This is an optimization exercise on Yosys and OpenROAD, whose aim is small area, not a production implementation.
In this exercise RTL edits were held to simulation tests only and were not proved equivalent to the original.
No driver is modelled on the clock port, so clocking that relies on it looks cheaper here than on a real chip.
Power and IR drop assume default switching activity.

`flow/standard.sh`:
```
#!/bin/bash
# synth_recipe.tcl (not shown) runs the flow's synth.tcl, then flattens the netlist and writes it again
# the make line also repeats each setting of config.mk as NAME=value (left out here)
make -C /OpenROAD-flow-scripts/flow DESIGN_CONFIG=/design/flow/config.mk WORK_HOME=/design/flow/orfs CLKGATE_MAP_FILE= SYNTH_SCRIPT=/design/flow/synth_recipe.tcl "${@:-finish}"
```
`flow/constraint.sdc`:
```
create_clock -name core_clock -period 30.0 [get_ports {clk}]
set_input_delay 6.0000 -clock core_clock [delete_from_list [all_inputs] [get_ports {clk}]]
set_output_delay 6.0000 -clock core_clock [all_outputs]
set_load 0.01 [all_outputs]
```
`flow/flow/keep_clock_inverter.tcl`:
```
# Sourced by ORFS's cts.tcl as PRE_CTS_TCL, before it calls
# repair_clock_inverters. That step would copy the single clock inverter
# (which feeds the falling-edge registers) next to every one of those
# registers. Instead the inverter is kept, and clock_tree_synthesis builds a
# buffer tree for its output net as it does for clk.
proc repair_clock_inverters {args} {
  puts "repair_clock_inverters: skipped; the clock inverter's net gets its own tree"
}
```
`flow/config.mk`:
```
export PLATFORM = sky130hd
export DESIGN_NAME = Top_Module
export DESIGN_NICKNAME = Top_Module
export VERILOG_FILES = /design/flow/design.v
export SDC_FILE = /design/flow/constraint.sdc
export NUM_CORES = 4
export LEC_CHECK = 0
export CAP_MARGIN = 20
export CORE_MARGIN = 2
export CORE_UTILIZATION = 60
export CTS_BUF_LIST = sky130_fd_sc_hd__clkbuf_8
export CTS_CLUSTER_DIAMETER = 50
export CTS_CLUSTER_SIZE = 15
export SETUP_SLACK_MARGIN = 0.1
export SLEW_MARGIN = 20
```
`flow/flow/abc_area.script`:
```
&get -n
&st
&dch -f
&nf -a -R 1000
&put
```
`flow/flow/run.sh`:
```
#!/bin/bash
# Layout flow: the standard ORFS flow (standard.sh) with three changes.
#  - Synthesis is the standard synthesis script (synth_recipe.tcl), run
#    as is, except that Yosys's abc step maps the logic with an area-oriented
#    ABC script (flow/abc_area.script: &dch -f then &nf -a) instead of ORFS's
#    delay-oriented abc_speed.script. abc only maps combinational logic, so
#    the registers (names, count, cell types) are those of the standard
#    synthesis.
#  - The port buffers are the smallest buffer cell (sky130_fd_sc_hd__buf_1)
#    instead of the cell buffer_ports picks itself.
#  - CTS keeps the one clock inverter of the falling-edge registers and
#    builds a clock tree for its output (flow/keep_clock_inverter.tcl),
#    instead of copying the inverter once per register.
# The full make output, which holds every tool's output, goes to
# standard_flow.log in the folder this runs in; ORFS's per-step logs are
# under orfs/logs/.
set -euo pipefail
here=$(pwd)
{
  echo "# synth_recipe.tcl, with Yosys's abc given flow/abc_area.script"
  echo "proc abc {args} {"
  echo "  set i [lsearch -exact \$args -script]"
  echo "  if {\$i >= 0} { lset args [expr {\$i + 1}] {$here/flow/abc_area.script} }"
  echo "  yosys abc {*}\$args"
  echo "}"
  cat synth_recipe.tcl
} > area_synth.tcl
bash standard.sh \
  "SYNTH_SCRIPT=$here/area_synth.tcl" \
  "BUFFER_PORTS_ARGS=-buffer_cell sky130_fd_sc_hd__buf_1" \
  "PRE_CTS_TCL=$here/flow/keep_clock_inverter.tcl" \
  finish > standard_flow.log 2>&1
```
`flow/design.v`:
```
`timescale 1ns / 1ps
module Top_Module(clk,reset,op_WriteBack,imem_addr,imem_rdata,
                  dmem_addr,dmem_wdata,dmem_we,dmem_rdata,wb_we,wb_rd);
    input clk;
    input reset;
    output [31:0] op_WriteBack;
    output [31:0] imem_addr;
    input  [31:0] imem_rdata;
    output [9:0]  dmem_addr;
    output [31:0] dmem_wdata;
    output [3:0]  dmem_we;
    input  [31:0] dmem_rdata;
    output        wb_we;
    output [4:0]  wb_rd;
    reg [31:0] pc;           
    reg [31:0] if_ins;       
    reg [31:0] if_pc;        
    reg [31:0] rs1_q;        
    reg        ph_n, ph_p;   
    reg [31:0] e_d1;         
    reg [31:0] e_s2;         
    reg [31:7] e_ins;        
    reg        e_rw, e_mr, e_mw;             
    reg        e_jmp, e_ld;                  
    reg        e_src, e_immS, e_immJ;        
    reg        e_isig;                       
    reg        e_rri, e_subR;                
    reg [31:0] m_alu, m_d2, m_d1, m_pc;
    reg [4:0]  m_rd;
    reg [2:0]  m_f3;
    reg        m_rw, m_mw, m_ld, m_jmp, m_isig;
    reg [31:0] w_val;
    reg [4:0]  w_rd;
    reg        w_rw;
    wire [31:0] wdat = w_val & {32{~reset}};
    wire [31:0] rv [0:31];
    assign rv[0] = 32'd0;
    genvar gi;
    generate
        for (gi = 1; gi < 32; gi = gi + 1) begin : g_rf
            reg [31:0] r;
            always @(posedge clk)
                if (reset | (w_rw & (w_rd == gi)))
                    r <= wdat;
            assign rv[gi] = r;
        end
    endgenerate
    always @(negedge clk) ph_n <= ~reset & ~ph_n;
    always @(posedge clk) ph_p <= ph_n;
    wire first_half = ph_n ^ ph_p;
    wire [4:0] rs1 = if_ins[19:15];
    wire [4:0] rs2 = if_ins[24:20];
    reg  [31:1] rterm [0:31];    
    reg  [31:0] rsum;
    integer j, b;
    always @(*) begin
        for (b = 0; b < 32; b = b + 1) begin
            for (j = 1; j < 32; j = j + 1)
                rterm[b][j] = rv[j][b] & (first_half ? (rs1 == j) : (rs2 == j));
            rsum[b] = |rterm[b];
        end
    end
    wire hit = w_rw & (first_half ? (w_rd == rs1) : (w_rd == rs2));
    wire [31:0] rport = hit ? w_val : rsum;
    always @(posedge clk) rs1_q <= rport;
    wire        hit0  = w_rw & (w_rd == 5'd0) & (rs2 == 5'd0);
    wire [31:0] rs2_v = rsum | (w_val & {32{hit0}});
    wire [6:0] op = if_ins[6:0];
    wire [2:0] f3 = if_ins[14:12];
    wire isR    = (op == 7'b0110011);
    wire isI    = (op == 7'b0010011);
    wire isL    = (op == 7'b0000011);
    wire isJAL  = (op == 7'b1101111);
    wire isJALR = (op == 7'b1100111);
    wire isS    = (op == 7'b0100011);
    wire isB    = (op == 7'b1100011);
    wire isU    = (op == 7'b0110111) | (op == 7'b0010111);
    wire isJ    = isJAL | isJALR;
    wire c_rw   = isR | isI | isL | isJ;
    wire c_src  = isI | isL | isJ | isS;
    wire c_isig = isI | isL | isJALR | isS | isB | isU;
    wire [31:0] immB = {{20{if_ins[31]}}, if_ins[7], if_ins[30:25], if_ins[11:8], 1'b0};
    wire [31:0] immJ = {{12{if_ins[31]}}, if_ins[19:12], if_ins[20], if_ins[30:21], 1'b0};
    wire [31:0] immI = {{21{if_ins[31]}}, if_ins[30:20]};
    wire [31:0] imm_t = isB ? immB : (isJAL ? immJ : immI);
    wire [4:0] rs1E = e_ins[19:15];
    wire [4:0] rs2E = e_ins[24:20];
    wire mM  = m_rw & (m_rd != 5'd0);
    wire mW  = w_rw & (w_rd != 5'd0);
    wire fA_M = mM & (m_rd == rs1E);
    wire fA_W = mW & (w_rd == rs1E);
    wire mM2  = mM & (m_rd == rs2E);
    wire fB_M = mM2 & ~m_isig;
    wire fB_W = mW & ~mM2 & (w_rd == rs2E);
    wire [31:0] ba = fA_M ? m_d1 : rs1_q;
    wire [31:0] bb = (~fA_M & mM2) ? m_d2 : rs2_v;
    wire b_eq  = (ba == bb);
    wire b_ltu = (ba < bb);
    wire b_lt  = (ba[31] ^ bb[31]) ? ba[31] : b_ltu;
    reg  b_cond;
    always @(*) begin
        case (f3)
            3'd0: b_cond = b_eq;
            3'd1: b_cond = ~b_eq;
            3'd4: b_cond = b_lt;
            3'd5: b_cond = ~b_lt;
            3'd6: b_cond = b_ltu;
            3'd7: b_cond = ~b_ltu;
            default: b_cond = 1'b0;
        endcase
    end
    wire hz  = e_mr & ((e_ins[11:7] == rs1) | (e_ins[11:7] == rs2));
    wire sel = ~hz & ((isB & b_cond) | isJ);
    wire [31:0] target;
    add_bk u_target(.a(if_pc), .b(imm_t), .s(target));
    assign imem_addr = sel ? target : pc;
    wire [31:2] pc_inc;
    inc30 u_inc(.a(imem_addr[31:2]), .s(pc_inc));
    always @(negedge clk) begin
        if (reset) pc <= 32'd0;
        else if (hz) pc <= if_pc;
        else pc <= {pc_inc, imem_addr[1:0]};
        if_ins[31:1] <= imem_rdata[31:1];
        if_ins[0]    <= imem_rdata[0] & ~reset;
        if_pc        <= pc;
    end
    always @(negedge clk) begin
        e_rw  <= c_rw & ~hz & ~reset;
        e_mr  <= isL  & ~hz & ~reset;
        e_mw  <= isS  & ~hz & ~reset;
        e_d1  <= rs1_q;
        e_s2  <= c_src ? if_pc : rs2_v;
        e_ins <= if_ins[31:7];
        e_jmp <= isJ;
        e_ld  <= isL;
        e_src <= c_src;
        e_immS <= isS;
        e_immJ <= isJAL;
        e_isig <= c_isig;
        e_rri  <= isR | isI;
        e_subR <= isR & if_ins[30];
    end
    wire [2:0] ef3 = e_ins[14:12];
    wire [31:0] immE;
    assign immE[31:12] = e_immJ ? {{12{e_ins[31]}}, e_ins[19:12]} : {20{e_ins[31]}};
    assign immE[11]    = e_immJ ? e_ins[20] : e_ins[31];
    assign immE[10:5]  = e_ins[30:25];
    assign immE[4:1]   = e_immS ? e_ins[11:8] : e_ins[24:21];
    assign immE[0]     = e_immS ? e_ins[7] : (e_immJ ? 1'b0 : e_ins[20]);
    wire [31:0] A = fA_M ? m_alu : (fA_W ? w_val : e_d1);
    wire [31:0] B = fB_M ? m_alu : (fB_W ? w_val : (e_src ? immE : e_s2));
    wire sub = e_rri & (((ef3 == 3'd0) & e_subR) | (ef3 == 3'd2) | (ef3 == 3'd3));
    wire [31:0] Bx = B ^ {32{sub}};
    wire [31:0] p  = A ^ Bx;
    wire [31:0] g  = A & Bx;
    wire [32:0] c;
    assign c[0] = sub;
    genvar ci;
    generate
        for (ci = 0; ci < 32; ci = ci + 1) begin : g_carry
            assign c[ci+1] = g[ci] | (p[ci] & c[ci]);
        end
    endgenerate
    wire [31:0] sum = p ^ c[31:0];
    wire slt  = sum[31];
    wire sltu = ~c[32];
    wire shl = (ef3 == 3'd1);
    reg  [31:0] A_rev, sh_rev;
    wire [31:0] sh_in = shl ? A_rev : A;
    wire [31:0] sh_out = sh_in >> B[4:0];
    integer k;
    always @(*) begin
        for (k = 0; k < 32; k = k + 1) begin
            A_rev[k]  = A[31-k];
            sh_rev[k] = sh_out[31-k];
        end
    end
    reg [31:0] alu;
    always @(*) begin
        if (e_rri) begin
            case (ef3)
                3'd0: alu = sum;
                3'd1: alu = sh_rev;
                3'd2: alu = {31'd0, slt};
                3'd3: alu = {31'd0, sltu};
                3'd4: alu = p;
                3'd5: alu = sh_out;
                3'd6: alu = p | g;
                default: alu = g;
            endcase
        end else begin
            alu = ((ef3 == 3'd3) | (ef3 == 3'd6) | (ef3 == 3'd7)) ? 32'd0 : sum;
        end
    end
    always @(negedge clk) begin
        m_rw  <= e_rw & ~reset;
        m_mw  <= e_mw & ~reset;
        m_alu <= alu;
        m_d2  <= B;
        m_d1  <= e_d1;
        m_pc  <= e_s2;
        m_rd  <= e_ins[11:7];
        m_f3  <= ef3;
        m_ld  <= e_ld;
        m_jmp <= e_jmp;
        m_isig <= e_isig;
    end
    assign dmem_addr  = m_alu[9:0];
    assign dmem_wdata = m_d2;
    assign dmem_we = ~m_mw ? 4'b0000 :
                     (m_f3 == 3'd0) ? 4'b0001 :
                     (m_f3 == 3'd1) ? 4'b0011 :
                     (m_f3 == 3'd2) ? 4'b1111 : 4'b0000;
    reg [31:0] ld;
    always @(*) begin
        case (m_f3)
            3'd0: ld = {{24{dmem_rdata[7]}}, dmem_rdata[7:0]};
            3'd1: ld = {{16{dmem_rdata[15]}}, dmem_rdata[15:0]};
            3'd2: ld = dmem_rdata;
            3'd4: ld = {24'd0, dmem_rdata[7:0]};
            3'd5: ld = {16'd0, dmem_rdata[15:0]};
            default: ld = 32'd0;
        endcase
    end
    always @(negedge clk) begin
        w_rw  <= m_rw & ~reset;
        w_rd  <= m_rd;
        w_val <= m_jmp ? m_pc : (m_ld ? ld : m_alu);
    end
    assign op_WriteBack = w_val;
    assign wb_we = w_rw;
    assign wb_rd = w_rd;
endmodule
module inc30(a, s);
    input  [29:0] a;
    output [29:0] s;
    wire [30:0] c;
    assign c[0] = 1'b1;
    genvar i;
    generate
        for (i = 0; i < 30; i = i + 1) begin : g
            assign s[i]   = a[i] ^ c[i];
            assign c[i+1] = a[i] & c[i];
        end
    endgenerate
endmodule
module add_bk(a, b, s);
    input  [31:0] a, b;
    output [31:0] s;
    wire [31:0] p0 = a ^ b;
    wire [31:0] g0 = a & b;
    reg  [31:0] G, P;       
    integer i, d;
    always @(*) begin
        G = g0;
        P = p0;
        for (d = 1; d < 32; d = d * 2)
            for (i = 2*d-1; i < 32; i = i + 2*d) begin
                G[i] = G[i] | (P[i] & G[i-d]);
                P[i] = P[i] & P[i-d];
            end
        for (d = 8; d >= 1; d = d / 2)
            for (i = 3*d-1; i < 32; i = i + 2*d) begin
                G[i] = G[i] | (P[i] & G[i-d]);
                P[i] = P[i] & P[i-d];
            end
    end
    assign s = p0 ^ {G[30:0], 1'b0};
endmodule
```
==> impl_metrics.toml, run 1 <==
[floorplanning]
num_io_pins = 182
placementRows = 111
die_area_um2 = 95300
floorplan.initialDensity_pct = 60.7
die_y_um = 309
fp.dieW_um = 309
coreArea_um2 = 91800

[sta]
finalHoldViolations = 0
relSlewSlack_pct = 16.2
tightest_slew_ns = 1.24
grt_setup_unrepaired = "false"
tns_ns = 0
setup_ws_ns = 0.427
whs_ns = 0.330
setup_viol = 0
slew_viol_final = 0
clock_skew_ns = 0.703

[route]
vias = 37700
wl_per_cell_um = 31.1
finalWirelength_um = 177000
ant_nets = 0
drt_first_pass_iters = 9
via_per_inst = 6.63
drc = 0
dr.first_iter.drc_count = 5619

[yosys]
synth_warnings = 3
synth_edf_count = 992
synth_top_area_share_pct = 53.5
synthesis.area_um2 = 55700
ys_ff_latch = 1401
syn_nets = 4166
yosysTopAreaCell = "edfxtp_1"
ys.flop_type = "edfxtp_1"
ys_seq_area_share_pct = 68.2
syn_avg_cell_area_um2 = 14.3
syn_inst = 3900
async_reset_ff_share_pct = 0
synthTopCellsByArea = "edfxtp_1, dfxtp_1, ha_1, a222oi_1, mux2i_1"
synth_cell_type_count = 53

[grt]
grt_pass1_wl_um = 254000
grt_pass1_vias = 36200
grt_max_degree = 84
grt_antenna_before_repair = 10
grt.overflow.total = 0
track_usage_pct = 37.3

[placement]
place_hpwl_um = 116000
dp_cells = 5447
placedInstanceArea_um2 = 59400
place_ws_ns = 1.27
gp_congestion = 0.940
port-buffer-count = 181

[final_layout]
final_layout_size_suffix_gt1_share_pct = 10.6
stdcell_area_um2 = 62600
area_delta_synth_final_pct = 12.3
final_cells = 5684
final_core_util_pct = 68.1
fin_nets = 4639
layout_commonest_cell = "edfxtp_1"
layout_common_cells = "edfxtp_1, dfxtp_1, nand2_1"

[worst_setup_path]
cpPeakStageDelay_ns = 0.60
cp_data_required_time_ns = 24.00
crit_path_end_kind = "primary output"
crit_type = "flop to primary output"
startpoint_type = "flop"
worstPathArrival_ns = 23.57
slowest_stage = "or4_1"
cp_common_cell = "a21oi_1"
crit_fanout = 49
cp_top_family = "compound AO/OA/AOI/OAI gates"
crit_buf_inv = 4

[power_and_ir_drop]
switching_share_pct = 33.3
p_leak_nw = 23.0
p_seq_share_pct = 51.7
power_mw = 5.27
comb_power_share_pct = 23.3
peakVddDrop_mv = 0.0483
intPower_mw = 3.51
power_density_nw_per_um2 = 84.2
p_sw_mw = 1.75
p_clk_share_pct = 25.1

[clocking]
tritoncts = "done"
clk-insertion-delay-late_ns = 2.01
hold_buffers = 0
cts.clk_slew.worst_paths_ns = 0.09

[job]
maxCapViolCount = 0

[hold_path]
hold_path.class = "flop to flop"

[outcome]
outcome = "finished clean"
-- layer usage --
layer | global-route usage (%) | part of all wire, % | vias to the layer above
met3 | 6.37 | 9.7 | 409
li1 | - | - | 16400
met1 | 50.4 | 38 | 18700
met2 | 58.4 | 46 | 2214
met4 | 19.6 | 5.7 | 2
met5 | 0 | 0.0096 | -
-- cells in the mapped netlist (74+ instances only) --
master    count
mux2_1      112
nand2_1     313
a22oi_1     138
ha_1        153
nor2_1      171
dfxtp_1     409
edfxtp_1    992
mux2i_1     143
clkinv_1     90
a222oi_1    162
a21o_1       74
nand4_1      84
a21oi_1     231
o21ai_0     219
-- path summary, 6_finish.rpt --
path	from	end	slack (ns)	cells after the start
max reg2reg	ph_p	pc[30]	1.61	57
min reg2reg	e_ld	m_ld	0.33	0
min	e_ld	m_ld	0.33	0
max	ph_n	imem_addr[4]	0.43	28
-- registers in the layout, indices dropped and copies added (netlist names), 3 cells and up --
name,flops
m_d1,32
e_d1,32
w_rd,5
m_alu,32
w_val,32
m_d2,32
m_rd,5
if_pc,32
pc,32
m_f3,3
m_pc,32
rs1_q,32
if_ins,32
g_rf.r,992
e_ins,25
e_s2,32
-- worst register-to-register path, delay by kind of cell, from the launching register on --
family / cells / cell delay, ns
AOI/OAI and AO/OA: 11 / 2.46
xor gates and xnor gates: 2 / 0.50
adders and majority gates: 29 / 5.72
buffers and inverters: 3 / 0.86
DFF: 1 / 0.43
muxes: 3 / 1.04
and+or+nand+nor: 9 / 1.73
-- layout make-up --
class	count	area [um^2]
multi-input cells	2398	17900
flip-flops and latches	1401	38000
clock buffers	172	2370
clock inverters	63	661
well taps	1243	1560
inverters	90	338
diodes	2	5.00
repair buffers	315	1720
fillers	6675	29200
-- timing repair --
item                       in CTS  in global routing
pin swaps                       0                  0
resized for setup               4                 18
setup endpoints to repair      32                 32
buffers inserted                0                  0
-- cell families after synthesis --
family | share of synthesized area, %
flops | 68.2
simple gates | 6.68
buf+inv | 0.754
compound gates | 13.1
mux | 4.83
xor+xnor | 1.34
fa+ha+maj | 5.12
-- power by group through the flow --
stage | clock network, mW | logic, mW | registers (mW)
floorplan | 0.0764 | 0.726 | 2.67
global placement | 0.0764 | 1.18 | 2.75
detailed placement | 0.0764 | 1.20 | 2.75
CTS | 1.33 | 1.20 | 2.71
global route | 1.40 | 1.33 | 2.75
finish | 1.32 | 1.23 | 2.72
==> run 2: changes to the inputs <==
==> flow/flow/run.sh (replaced) <==
#!/bin/bash
set -euo pipefail
here=$(pwd)
{
  echo "# synth_recipe.tcl, with Yosys's abc given flow/abc_area.script"
  echo "proc abc {args} {"
  echo "  set i [lsearch -exact \$args -script]"
  echo "  if {\$i >= 0} { lset args [expr {\$i + 1}] {$here/flow/abc_area.script} }"
  echo "  yosys abc {*}\$args"
  echo "}"
  cat synth_recipe.tcl
} > area_synth.tcl
cts_args="-sink_clustering_enable -repair_clock_nets"
cts_args="$cts_args -sink_clustering_size 15 -sink_clustering_max_diameter 50"
cts_args="$cts_args -buf_list sky130_fd_sc_hd__clkbuf_8 -dont_use_dummy_load"
bash standard.sh \
  "SYNTH_SCRIPT=$here/area_synth.tcl" \
  "BUFFER_PORTS_ARGS=-buffer_cell sky130_fd_sc_hd__buf_1" \
  "PRE_CTS_TCL=$here/flow/keep_clock_inverter.tcl" \
  "CTS_ARGS=$cts_args" \
  finish > standard_flow.log 2>&1
==> run 2 against run 1 <==
  * Synthesized cell count did not move
  * Non-clock buffer count did not move
  * Core utilization fell by 0.92 points
  * Setup slack got worse by 0.0013 ns
  * Sequential power barely moved
  * Area after synthesis did not move
  * Critical endpoint unchanged
  * Highest routed layer is now met4
==> impl_metrics.toml, run 2 <==
[grt]
grt_max_degree = 84
grt_antenna_before_repair = 8
track_usage_pct = 37.1
grt.overflow.total = 0
grt_pass1_wl_um = 252000
grt_pass1_vias = 35900

[worst_setup_path]
cpPeakStageDelay_ns = 0.48
cp_top_family = "compound AO/OA/AOI/OAI gates"
crit_type = "flop to primary output"
slowest_stage = "mux2i_2"
crit_buf_inv = 3
crit_fanout = 49
startpoint_type = "flop"
crit_path_end_kind = "primary output"
cp_data_required_time_ns = 24.00
worstPathArrival_ns = 23.57

[clocking]
clk-insertion-delay-late_ns = 1.85
post_cts_buffers = 0
hold_buffers = 0
post_cts_resized = 4
cts.clk_slew.worst_paths_ns = 0.09
tritoncts = "done"

[sta]
clock_skew_ns = 0.630
relSlewSlack_pct = 15.7
whs_ns = 0.321
slew_viol_final = 0
finalHoldViolations = 0
tightest_slew_ns = 1.25
grt_setup_unrepaired = "false"
tns_ns = 0
setup_viol = 0

[yosys]
ys_ff_latch = 1401
synth_warnings = 3
syn_avg_cell_area_um2 = 14.3
synthesis.area_um2 = 55700
synth_cell_type_count = 53
ys_seq_area_share_pct = 68.2
synthTopCellsByArea = "edfxtp_1, dfxtp_1, ha_1, a222oi_1, mux2i_1"
synth_common_cells = "edfxtp_1, dfxtp_1, nand2_1"
async_reset_ff_share_pct = 0
synth.most_common_cell = "edfxtp_1"
syn_inst = 3900
ys.flop_type = "edfxtp_1"
syn_nets = 4166
yosysTopAreaCell = "edfxtp_1"
synth_edf_count = 992
synth_top_area_share_pct = 53.5

[final_layout]
final_core_util_pct = 67.2
largest_reg_flops = 992
layout_commonest_cell = "edfxtp_1"
area_delta_synth_final_pct = 10.8
final_cells = 5610
regMostFlops = "g_rf.r"
fin_nets = 4631
final_layout_size_suffix_gt1_share_pct = 9.49
layout_common_cells = "edfxtp_1, dfxtp_1, nand2_1"

[route]
drt_first_pass_iters = 8
ant_nets = 0
vias = 37600
dr.first_iter.drc_count = 5575
wl_per_cell_um = 31.4
finalWirelength_um = 176000
drc = 0
via_per_inst = 6.70

[floorplanning]
die_area_um2 = 95300
fp.dieW_um = 309
coreArea_um2 = 91800
die_y_um = 309
placementRows = 111
floorplan.initialDensity_pct = 60.7
num_io_pins = 182

[placement]
port-buffer-count = 181
dp_cells = 5447
gp_congestion = 0.940
place_hpwl_um = 116000

[power_and_ir_drop]
p_leak_nw = 22.6
power_density_nw_per_um2 = 81.8
power_mw = 5.05
peakVddDrop_mv = 0.0468

[job]
maxCapViolCount = 0

[hold_path]
hold_path.class = "flop to flop"

[outcome]
outcome = "finished clean"
==> run 2: layout make-up <==
type,count,area [um^2]
Clock buffer,159,2190
Tap cell,1243,1560
Antenna cell,4,10.0
Inverter,90,338
Fill cell,6766,30100
Multi-Input combinational cell,2398,17900
Timing Repair Buffer,315,1720
Sequential cell,1401,38000
==> run 2: kinds of logic after synthesis <==
logic type / count (synthesis) / synth area share (%)
adders and majority gates: 200 / 5.12
DFF: 1401 / 68.2
muxes: 255 / 4.83
buffers and inverters: 101 / 0.754
AOI/OAI and AO/OA: 1058 / 13.1
and+or+nand+nor: 800 / 6.68
xor gates and xnor gates: 85 / 1.34
==> run 2: power by group <==
group / switching [mW] / internal, mW / leakage, nW / total [mW]
logic: 0.828 / 0.401 / 7.85 / 1.23
registers: 0.211 / 2.51 / 13.6 / 2.72
clock network: 0.633 / 0.468 / 1.14 / 1.10
total: 1.67 / 3.38 / 22.6 / 5.05
==> run 2: routing by layer <==
layer | global-route usage [%] | up-vias | wire (um)
li1 | - | 16300 | -
met1 | 50.1 | 18600 | 67200
met2 | 58.1 | 2251 | 81700
met3 | 6.26 | 406 | 17100
met4 | 19.9 | 0 | 10000
met5 | 0 | - | 0
==> run 2: metrics by stage <==
step / setup slack, ns / cell area, um^2
2_1_floorplan: 0.857 / 55700
3_3_place_gp: 1.50 / 59400
3_5_place_dp: 1.27 / 59400
4_1_cts: 0.256 / 61600
5_1_grt: 0.0905 / 61700
6_report: 0.426 / 61700
==> run 2: path summary, 6_finish.rpt <==
path / slack, ns / cells after the start / from / endpoint
worst max register to register: 1.82 / 56 / ph_p / pc[30]
worst min register to register: 0.32 / 0 / e_s2[17] / m_pc[17]
worst max-delay path: 0.43 / 27 / ph_n / imem_addr[4]
worst min-delay path: 0.32 / 0 / e_s2[17] / m_pc[17]
==> run 3: changes to the inputs <==
--- a/flow/config.mk
+++ b/flow/config.mk
@@ -8,5 +8,5 @@
 export CAP_MARGIN = 20
 export CORE_MARGIN = 2
-export CORE_UTILIZATION = 60
+export CORE_UTILIZATION = 65
 export CTS_BUF_LIST = sky130_fd_sc_hd__clkbuf_8
 export CTS_CLUSTER_DIAMETER = 50
==> run 3 against run 2 <==
  * Still clean on timing, DRC and antenna
  * Flip-flop and latch count unchanged
  * Die area is 7.6% lower
  * Setup slack better by 0.0088 ns
  * Critical path depth down 4
  * First-iteration DRC count is 2.8% higher
  * Sequential power about the same
  * Combinational power barely moved
  * Largest cell class unchanged
  * Largest power group unchanged
  * Highest routed layer is now met5
==> impl_metrics.toml, run 3 <==
[final_layout]
largest_reg_flops = 992
layout_common_cells = "edfxtp_1, dfxtp_1, nand2_1"
final_cells = 5501
layout_commonest_cell = "edfxtp_1"
fin_nets = 4623
stdcell_area_um2 = 61700
final_core_util_pct = 72.6
final_layout_size_suffix_gt1_share_pct = 9.28
area_delta_synth_final_pct = 10.7
regMostFlops = "g_rf.r"

[power_and_ir_drop]
power_mw = 5.04
switching_share_pct = 32.7
p_seq_share_pct = 54.0
power_density_nw_per_um2 = 81.7
peakVddDrop_mv = 0.0547
p_clk_share_pct = 22.0
p_sw_mw = 1.65
comb_power_share_pct = 24.0
intPower_mw = 3.39
p_leak_nw = 22.6

[worst_setup_path]
startpoint_type = "flop"
crit_type = "flop to primary output"
cp_data_required_time_ns = 24.00
setup.worst_path.end = "imem_addr[2]"
r2r_start = "ph_p"
worstPathArrival_ns = 23.57
crit_path_end_kind = "primary output"
ff2ff_path_depth = 52
setup.worst_path.start = "ph_n"
rr_endpoint = "pc[31]"
r2r_slack_ns = 1.74
crit_fanout = 49

[yosys]
synth_cell_type_count = 53
synth_edf_count = 992
ys_ff_latch = 1401
synthesis.area_um2 = 55700
syn_nets = 4166
syn_inst = 3900
synth_warnings = 3
async_reset_ff_share_pct = 0
ys_seq_area_share_pct = 68.2
synth_common_cells = "edfxtp_1, dfxtp_1, nand2_1"
syn_avg_cell_area_um2 = 14.3
synthTopCellsByArea = "edfxtp_1, dfxtp_1, ha_1, a222oi_1, mux2i_1"
synth.most_common_cell = "edfxtp_1"
ys.flop_type = "edfxtp_1"
synth_top_area_share_pct = 53.5
yosysTopAreaCell = "edfxtp_1"

[sta]
setup_ws_ns = 0.435
finalHoldViolations = 0
grt_setup_unrepaired = "false"
setup_viol = 0
clock_skew_ns = 0.666
tightest_slew_ns = 1.18
slew_viol_final = 0
whs_ns = 0.298
relSlewSlack_pct = 21.5
tns_ns = 0

[grt]
grt_max_degree = 84
grt.overflow.total = 0
grt_pass1_vias = 36400
grt_antenna_before_repair = 7
grt_pass1_wl_um = 249000
track_usage_pct = 39.0

[clocking]
clk-insertion-delay-late_ns = 1.92
tritoncts = "done"
hold_buffers = 0
cts.clk_slew.worst_paths_ns = 0.10

[placement]
placedInstanceArea_um2 = 59400
place_hpwl_um = 113000
port-buffer-count = 181
dp_cells = 5337
place_ws_ns = 1.31
gp_congestion = 0.968

[route]
drt_first_pass_iters = 9
finalWirelength_um = 173000
ant_nets = 0
drc = 0
dr.first_iter.drc_count = 5730
wl_per_cell_um = 31.4
via_per_inst = 6.87
vias = 37800

[floorplanning]
coreArea_um2 = 85000
die_y_um = 297
num_io_pins = 182
placementRows = 107
floorplan.initialDensity_pct = 65.5
fp.dieW_um = 297
die_area_um2 = 88100

[job]
maxCapViolCount = 0

[outcome]
outcome = "finished clean"

[hold_path]
hold_path.class = "flop to flop"
hold_start = "e_d1[19]"
## run 3: cell counts after synthesis
Identical to the previous run, type by type.
## run 3: area by class of cell
type | instances | area, um^2
fill | 5701 | 23300
sequential | 1401 | 38000
tap | 1144 | 1430
clock buffer | 162 | 2230
timing repair buffer | 304 | 1770
inverter | 90 | 338
antenna | 2 | 5.00
multi-input combinational | 2398 | 17900
## run 3: how the worst min path moves through the flow
| stage | endpoint | cells past startpoint | slack (ns) |
|---|---|---|---|
| floorplan | m_isig | 0 | 0.31 |
| global placement | m_jmp | 0 | 0.31 |
| detailed placement | m_isig | 0 | 0.31 |
| CTS | m_pc[15] | 0 | 0.31 |
| global route | m_pc[15] | 0 | 0.31 |
| finish | m_d1[19] | 0 | 0.30 |
## run 3: layer usage
layer / track usage, % / share of wire [%] / vias to the layer above
met4: 21.5 / 6.0 / 8
met3: 7.41 / 10 / 487
met1: 51.0 / 37 / 18500
li1: - / - / 16300
met5: 0 / 0.034 / -
met2: 61.9 / 47 / 2471
## run 3: repair_timing
| item | CTS | global route |
|---|---|---|
| buffers inserted | 0 | 0 |
| endpoints found under the setup margin | 28 | 32 |
| pin swaps | 0 | 0 |
| gates cloned | 0 | 0 |
| resized for setup | 4 | 13 |
## run 3: kinds of logic (layout without fill, tap and decap cells)
| group | after synthesis | in the layout | share of synthesized area [%] |
|---|---|---|---|
| other | 0 | 2 | 0 |
| multiplexers | 255 | 255 | 4.83 |
| flip-flops | 1401 | 1401 | 68.2 |
| adder cells (fa/ha/maj) | 200 | 200 | 5.12 |
| AND/OR/NAND/NOR | 800 | 800 | 6.68 |
| buffers and inverters | 101 | 556 | 0.754 |
| XOR/XNOR | 85 | 85 | 1.34 |
| AO/OA/AOI/OAI | 1058 | 1058 | 13.1 |
## run 3: power groups by stage
stage | Clock, mW | Sequential (mW) | Combinational, mW
floorplan | 0.0764 | 2.67 | 0.726
global placement | 0.0764 | 2.74 | 1.15
detailed placement | 0.0764 | 2.75 | 1.17
CTS | 1.12 | 2.71 | 1.18
global route | 1.18 | 2.74 | 1.31
finish | 1.11 | 2.72 | 1.21
## run 3: critical path, stage by stage (launching register included)
cell and delay, ns:
dfxtp_1 0.40, xor2_2 0.48, mux2i_1 0.53, nand2b_2 0.40, nor3_2 0.06, buf_4 0.31
a22oi_1 0.25, nand3_1 0.10, a221oi_1 0.81, nand4_1 0.25, a21o_1 0.25, mux2i_1 0.15
ha_1 0.19, nand4_1 0.35, or4_1 0.66, nor4_1 0.27, xnor2_1 0.16, nor3_1 0.06
a21oi_1 0.34, nor3_1 0.14, o21ai_4 0.19, buf_6 0.35, mux2_1 0.41, buf_1 0.14
==> run 4: changes to the inputs <==
--- a/flow/config.mk
+++ b/flow/config.mk
@@ -6,10 +6,10 @@
 export NUM_CORES = 4
 export LEC_CHECK = 0
-export CAP_MARGIN = 20
+export CAP_MARGIN = 0
 export CORE_MARGIN = 2
-export CORE_UTILIZATION = 65
+export CORE_UTILIZATION = 70
 export CTS_BUF_LIST = sky130_fd_sc_hd__clkbuf_8
 export CTS_CLUSTER_DIAMETER = 50
 export CTS_CLUSTER_SIZE = 15
 export SETUP_SLACK_MARGIN = 0.1
-export SLEW_MARGIN = 20
+export SLEW_MARGIN = 0
==> run 4 against run 3 <==
  * Clock power hardly changed
  * Non-clock buffer count is 14 higher
  * Critical path depth rose by 5
  * Combinational power is essentially flat
  * Worst hold slack better by 0.0047 ns
  * Still clean
  * Largest cell class unchanged
  * Setup slack better by 0.044 ns
  * Global-route usage rose by 3.6 points
  * Die area fell by 7.0%
  * Clock skew rose by 0.043 ns
  * Clock-buffer cell count unchanged
==> impl_metrics.toml, run 4 <==
[route]
dr.first_iter.drc_count = 6154
drc = 0
finalWirelength_um = 173000
ant_nets = 0
vias = 38500
wl_per_cell_um = 31.9
via_per_inst = 7.10
drt_first_pass_iters = 10

[power_and_ir_drop]
switching_share_pct = 32.9
p_seq_share_pct = 54.1
peakVddDrop_mv = 0.0715
p_sw_mw = 1.66
p_clk_share_pct = 21.9
intPower_mw = 3.39
power_density_nw_per_um2 = 82.0
p_leak_nw = 22.6
comb_power_share_pct = 24.0

[sta]
slew_viol_final = 0
finalHoldViolations = 0
grt_setup_unrepaired = "false"
tns_ns = 0
clock_skew_ns = 0.709
setup_viol = 0
whs_ns = 0.302
tightest_slew_ns = 1.43
relSlewSlack_pct = 4.06

[floorplanning]
die_area_um2 = 81900
coreArea_um2 = 78900
fp.dieW_um = 286
die_y_um = 286
floorplan.initialDensity_pct = 70.7
num_io_pins = 182
placementRows = 103

[yosys]
ys.flop_type = "edfxtp_1"
synth_common_cells = "edfxtp_1, dfxtp_1, nand2_1"
yosysTopAreaCell = "edfxtp_1"
ys_ff_latch = 1401
synth_edf_count = 992
syn_nets = 4166
synthTopCellsByArea = "edfxtp_1, dfxtp_1, ha_1, a222oi_1, mux2i_1"
ys_seq_area_share_pct = 68.2
syn_inst = 3900
synth_warnings = 3
synth_top_area_share_pct = 53.5
synth.most_common_cell = "edfxtp_1"
synthesis.area_um2 = 55700
syn_avg_cell_area_um2 = 14.3
async_reset_ff_share_pct = 0
synth_cell_type_count = 53

[worst_setup_path]
crit_path_end_kind = "primary output"
ff2ff_path_depth = 57
r2r_slack_ns = 2.06
r2r_start = "ph_p"
rr_endpoint = "pc[31]"
crit_type = "flop to primary output"
cpPeakStageDelay_ns = 0.52
crit_fanout = 8
cp_common_cell = "nor2_1"
slowest_stage = "a211oi_1"
worstPathArrival_ns = 23.52
cp_data_required_time_ns = 24.00
startpoint_type = "flop"

[grt]
grt_pass1_vias = 37700
grtUsageMet1_pct = 53.8
top_usage_layer = "met2"
grt_pass1_wl_um = 250000
grtUsageMet3_pct = 8.79
grt_max_degree = 84
use_met2_pct = 67.5
grt.overflow.total = 0
grt_antenna_before_repair = 8
track_usage_pct = 42.5

[final_layout]
multiInputGateArea_um2 = 17900
regArea_um2 = 38000
stdcell_area_um2 = 61600
regMostFlops = "g_rf.r"
fin_nets = 4640
final_cells = 5429
layout_commonest_cell = "edfxtp_1"
final_layout_size_suffix_gt1_share_pct = 9.63
layout_common_cells = "edfxtp_1, dfxtp_1, nand2_1"
largest_reg_flops = 992
fill_cells = 4766
final_core_util_pct = 78.1
area_delta_synth_final_pct = 10.5

[placement]
placedInstanceArea_um2 = 59200
gp_congestion = 0.969
place_hpwl_um = 113000
port-buffer-count = 181
dp_cells = 5253

[clocking]
hold_buffers = 0
tritoncts = "done"
clk-insertion-delay-late_ns = 1.93
cts.clk_slew.worst_paths_ns = 0.10

[job]
maxCapViolCount = 0

[hold_path]
hold_path.class = "flop to flop"
holdPathStages = 0
min_to = "m_pc[20]"
hold_start = "e_s2[20]"

[outcome]
outcome = "finished clean"
[run 4: cell type report]
| class | instances | area share (%) |
|---|---|---|
| repair buffers | 318 | 2.89 |
| diodes | 7 | 0.0284 |
| multi-input cells | 2401 | 29.1 |
| flip-flops and latches | 1401 | 61.7 |
| well taps | 1050 | 2.13 |
| clock buffers | 162 | 3.62 |
| inverters | 90 | 0.549 |
[run 4: power groups by stage]
stage                     registers (mW)  clock network (mW)  logic (mW)
final                               2.73                1.11        1.21
after CTS                           2.72                1.11        1.17
after detailed placement            2.76              0.0764        1.16
after global placement              2.74              0.0764        1.14
after global routing                2.75                1.17        1.30
after floorplan                     2.67              0.0764       0.726
[run 4: cell families after synthesis]
group                      count (synthesis)  synth area share [%]
AOI/OAI and AO/OA                       1058                  13.1
xor gates and xnor gates                  85                  1.34
adders and majority gates                200                  5.12
buffers and inverters                    101                 0.754
DFF                                     1401                  68.2
muxes                                    255                  4.83
and+or+nand+nor                          800                  6.68
[run 4: per-stage QoR]
| stage | total power, mW | setup slack, ns |
|---|---|---|
| floorplan | 3.47 | 0.857 |
| CTS | 5.00 | 0.113 |
| finish | 5.05 | 0.479 |
| detailed placement | 4.00 | 0.995 |
| global placement | 3.97 | 1.21 |
| global route | 5.23 | 0.102 |
[run 4: critical path, delay by kind of cell, from the launching register on]
kind	cells	cell delay, ns
buffers and inverters	1	0.14
DFF	1	0.32
and+or+nand+nor	10	1.60
AOI/OAI and AO/OA	12	3.48
muxes	2	0.73
adders and majority gates	2	0.86
xor gates and xnor gates	1	0.14
[run 4: worst max-delay path by stage]
| stage | from | endpoint | slack [ns] | cells past startpoint |
|---|---|---|---|---|
| 2_1_floorplan | ph_n | imem_addr[11] | 0.86 | 25 |
| 4_1_cts | ph_n | imem_addr[30] | 0.11 | 27 |
| 5_1_grt | if_ins[0] | imem_addr[31] | 0.10 | 28 |
| 6_report | if_ins[0] | imem_addr[31] | 0.48 | 28 |
| 3_5_place_dp | ph_n | imem_addr[2] | 1.0 | 27 |
| 3_3_place_gp | ph_n | imem_addr[2] | 1.21 | 27 |
[run 4: repair_timing]
item / in CTS / in global routing
gates resized for setup: 7 / 17
setup endpoints to repair: 32 / 32
cloned: 3 / 0
buffers inserted: 0 / 4
pin swaps: 3 / 2
[run 4: routing by layer]
layer / part of all wire [%] / up-vias
met4: 7.3 / 2
li1: - / 16400
met1: 34 / 18500
met5: 0.0052 / -
met3: 12 / 653
met2: 47 / 2981
